Context: an optimization exercise on an open-source flow, tuned for small area and a short achievable clock period. The choices shown serve that exercise and are no tape-out recipe. Only simulation tests tie the RTL to the original design; equivalence was not proved. Power figures rest on the tool's default switching activity, not on a simulated workload.

==> v26 <==
// fp_multiplier
module fp_multiplier(input [31:0] a, input [31:0] b, output [31:0] out, input clk,
	input rst, input in_valid, output out_valid);
Settings: LEC_CHECK=0, CAP_MARGIN=20, CORE_MARGIN=2, CORE_UTILIZATION=60, CTS_BUF_LIST=sky130_fd_sc_hd__clkbuf_8, CTS_CLUSTER_DIAMETER=100, CTS_CLUSTER_SIZE=16, PLACE_DENSITY=0.75, SLEW_MARGIN=20; clock period 2.5 ns.
run.sh (not shown) runs the stock make flow with config.mk's settings and CLKGATE_MAP_FILE= SYNTH_SCRIPT=/design/flow/synth_recipe.tcl, a recipe that flattens the netlist after the stock synthesis.
==> inputs of v9, as changes to v26 <==
Settings changed: ABC_CLOCK_PERIOD_IN_PS set to 3500, CORE_UTILIZATION 60 to 40, PLACE_DENSITY 0.75 to not set.
==> out/results.tsv <==
stage	metric	value	unit
status	status	no timing/DRC/antenna violations	
die	start_util	40.44	%
finish	n_all_buffers	316	
finish	clock_buffers	28	
sta	tightest_slew	0.5973	ns
setup_path	cp_max_fo	19	
pwr	p_comb_share	54.3	%
cts	cts-buffers-inserted	28	
setup_path	critPathCapture	n784_r2	
setup_path	worst-r2r-cell-count	7	
sta	min_period_over_period	97.86	%
(the above is from v9)
==> out/results.tsv <==
stage	metric	value	unit
synth	syn-mean-instance-area	10.36	um^2
setup_path	worst-r2r-cell-count	6	
finish	multi_input_area_share	52.83	%
setup_path	cp_max_fo	2	
finish	multi_input_area	13570	um^2
cts	cts-buffers-inserted	27	
setup_path	cp_top_family	adder cells	
placement	dpl.cell_count	2696	
finish	seq_share	28.40	%
sta	tightest_slew	0.7030	ns
sta	min_period_over_period	98.14	%
die	start_util	60.88	%
finish	n_all_buffers	324	
synth	synth_adder_area_share	22.28	%
status	status	no timing/DRC/antenna violations	
(the above is from v26)

* * *

==> inputs of try-umber <==
Another version of the RTL of fp_multiplier (not shown whole).
export LEC_CHECK = 0
export CAP_MARGIN = 20
export CORE_MARGIN = 2
export CORE_UTILIZATION = 40
export CTS_BUF_LIST = sky130_fd_sc_hd__clkbuf_8
export CTS_CLUSTER_DIAMETER = 100
export CTS_CLUSTER_SIZE = 16
export SETUP_SLACK_MARGIN = 0.15
export SLEW_MARGIN = 20
export SYNTH_HIERARCHICAL = 1
create_clock -name core_clock -period 2.5 [get_ports {clk}]
==> inputs of try-zinc, as changes to try-umber <==
Settings changed: SETUP_SLACK_MARGIN 0.15 to 0.075.
==> comparison <==
Between try-zinc and try-umber, the lower first-iteration DRC count is in try-umber (gap about 2.2%, measured against try-umber). Hold slack: try-umber is worse than try-zinc (71 ps). In flip-flop and latch count, try-zinc and try-umber do not differ. Between try-zinc and try-umber, the lower cell area is in try-zinc (gap 3.0%, measured against try-umber). Between try-umber and try-zinc, the lower via count is in try-zinc (gap 1.2%, measured against try-zinc).
==> figures <==
Result of the run: try-zinc finished clean; try-umber finished clean
Post-route worst hold slack: try-zinc 177 ps; try-umber 105 ps
Inverters: try-zinc 77; try-umber 79
Number of antenna violations at the first check in global routing: try-zinc 0; try-umber 1
Clock buffer instance count of the final layout: try-zinc 28; try-umber 29
Required time of the critical path: try-zinc 3080 ps; try-umber 3100 ps
Overall Power: try-zinc 26.0 mW; try-umber 26.7 mW
Filler Cells Inserted: try-zinc 4896; try-umber 4768
Clock insertion delay at the later pin of the skew report: try-zinc 680 ps; try-umber 670 ps
Clock network area share: try-zinc 0.0192; try-umber 0.0180
Layout Utilization: try-zinc 0.470; try-umber 0.484

* * *

==> v25 <==
fp_multiplier, a different RTL version from the one above (not shown whole).
export LEC_CHECK = 0
export CAP_MARGIN = 20
export CORE_MARGIN = 2
export CORE_UTILIZATION = 40
export CTS_BUF_LIST = sky130_fd_sc_hd__clkbuf_4 sky130_fd_sc_hd__clkbuf_8
export CTS_CLUSTER_DIAMETER = 100
export CTS_CLUSTER_SIZE = 16
export SLEW_MARGIN = 20
export SYNTH_HIERARCHICAL = 1
create_clock -name core_clock -period 2.5 [get_ports {clk}]
==> v33 (differences from v25) <==
CTS_BUF_LIST = sky130_fd_sc_hd__clkbuf_8   (was sky130_fd_sc_hd__clkbuf_4 sky130_fd_sc_hd__clkbuf_8)
SETUP_SLACK_MARGIN = 0.05   (was default)
==> run summary <==
v25 produced a clean layout. v33 finished with timing, DRC and antenna clean. In wire length, v25 and v33 hardly differ. Of v25 and v33, v33 has the higher clock skew (gap 0.0070 ns). Of v33 and v25, v25 has the higher sequential share of layout area (gap 0.20 points). Against v25, the sequential power of v33 is larger by about 0.4%. Of v33 and v25, v33 has the higher clock power (gap about 2%, measured against v25). Register-to-register slack is about the same in v33 and v25. Between v33 and v25, the lower power is in v25 (gap about 1.2%, measured against v25). Between v33 and v25, the lower non-clock buffer count is in v25 (gap 3). In v25 the critical path depth is lower than in v33, by 2. Synthesized cell count is the same in v33 and v25.
==> figures <==
quantity	v33	v25
Logic depth of the worst setup path including buffers	7	5
Sequential standard cell area	7290 um2	7280 um2
Clock tree skew after final layout	0.0433 ns	0.0364 ns
Quantity of gates resized following cts	163	120
Fraction of area in clock buffers and inverters	1.60%	1.55%
Post-Layout Inst Area	25100 um2	24900 um2
DR pass1 iterations	6	8
Final-layout worst hold slack	0.0397 ns	0.0825 ns
Capture point of the worst reg-to-reg path	n684_r2$_DFF_P_	n844_r2$_DFF_P_
Worst R2R Path Depth	7	5
First DRT Iteration DRCs	1338	1797
Final WS setup	0.0563 ns	0.0576 ns
Worst-case setup slack after placement	-0.821 ns	-0.825 ns
Share of power burned in the clock network	10.6%	10.5%
Peak supply drop	0.500 mV	0.489 mV
Post-CTS clock slew at the launch and capture registers of the worst setup and hold paths	0.10 ns	0.09 ns
Crit-path max FO	6	8
Overall power	0.0264 W	0.0261 W
Relative slew slack	51.1%	54.0%
Result of the run	complete, no violations	complete, no violations
Post-place instance area	24300 um2	24200 um2
Via count of the first global-routing pass	16200	16000

re-timing with driven ports:
Ports are ideal in the flow. The routed layouts listed here were re-timed in OpenROAD.
Step 1: set_driving_cell puts a clkbuf_16 on clk and a buf_2 on each other input, an assumption about the parent block.
Step 2, shift: input delay + t, output delay - t, t = (earliest + latest rising clock arrival at the registers) / 2. This alone moves slack from input paths to output paths.
a / b / c = no drivers / after step 1 / after step 2; a / b = the first two.
run | t (ns) | setup WS [ns] | worst hold slack (ns) | worst setup path after step 2
v26 | 0.673 | 0.046 / 0.046 / -0.563 | 0.258 / 0.226 / 0.330 | input to register
v9 | 0.704 | 0.053 / 0.042 / -0.587 | 0.179 / 0.148 / 0.319 | input to register
try-umber | 0.708 | 0.127 / 0.127 / -0.455 | 0.105 / 0.074 / 0.331 | input to register
try-zinc | 0.710 | 0.090 / 0.090 / -0.466 | 0.177 / 0.141 / 0.324 | input to register
v25 | 0.677 | 0.058 / 0.029 / -0.548 | 0.082 / 0.052 / 0.325 | input to register
v33 | 0.680 | 0.056 / 0.056 / -0.567 | 0.040 / 0.008 / 0.334 | input to register
With both steps, setup timing fails in every run listed, where it was met with ideal ports. For v9, which loses most, drivers alone change the setup slack by -0.011 ns; drivers and shift together by -0.640 ns.
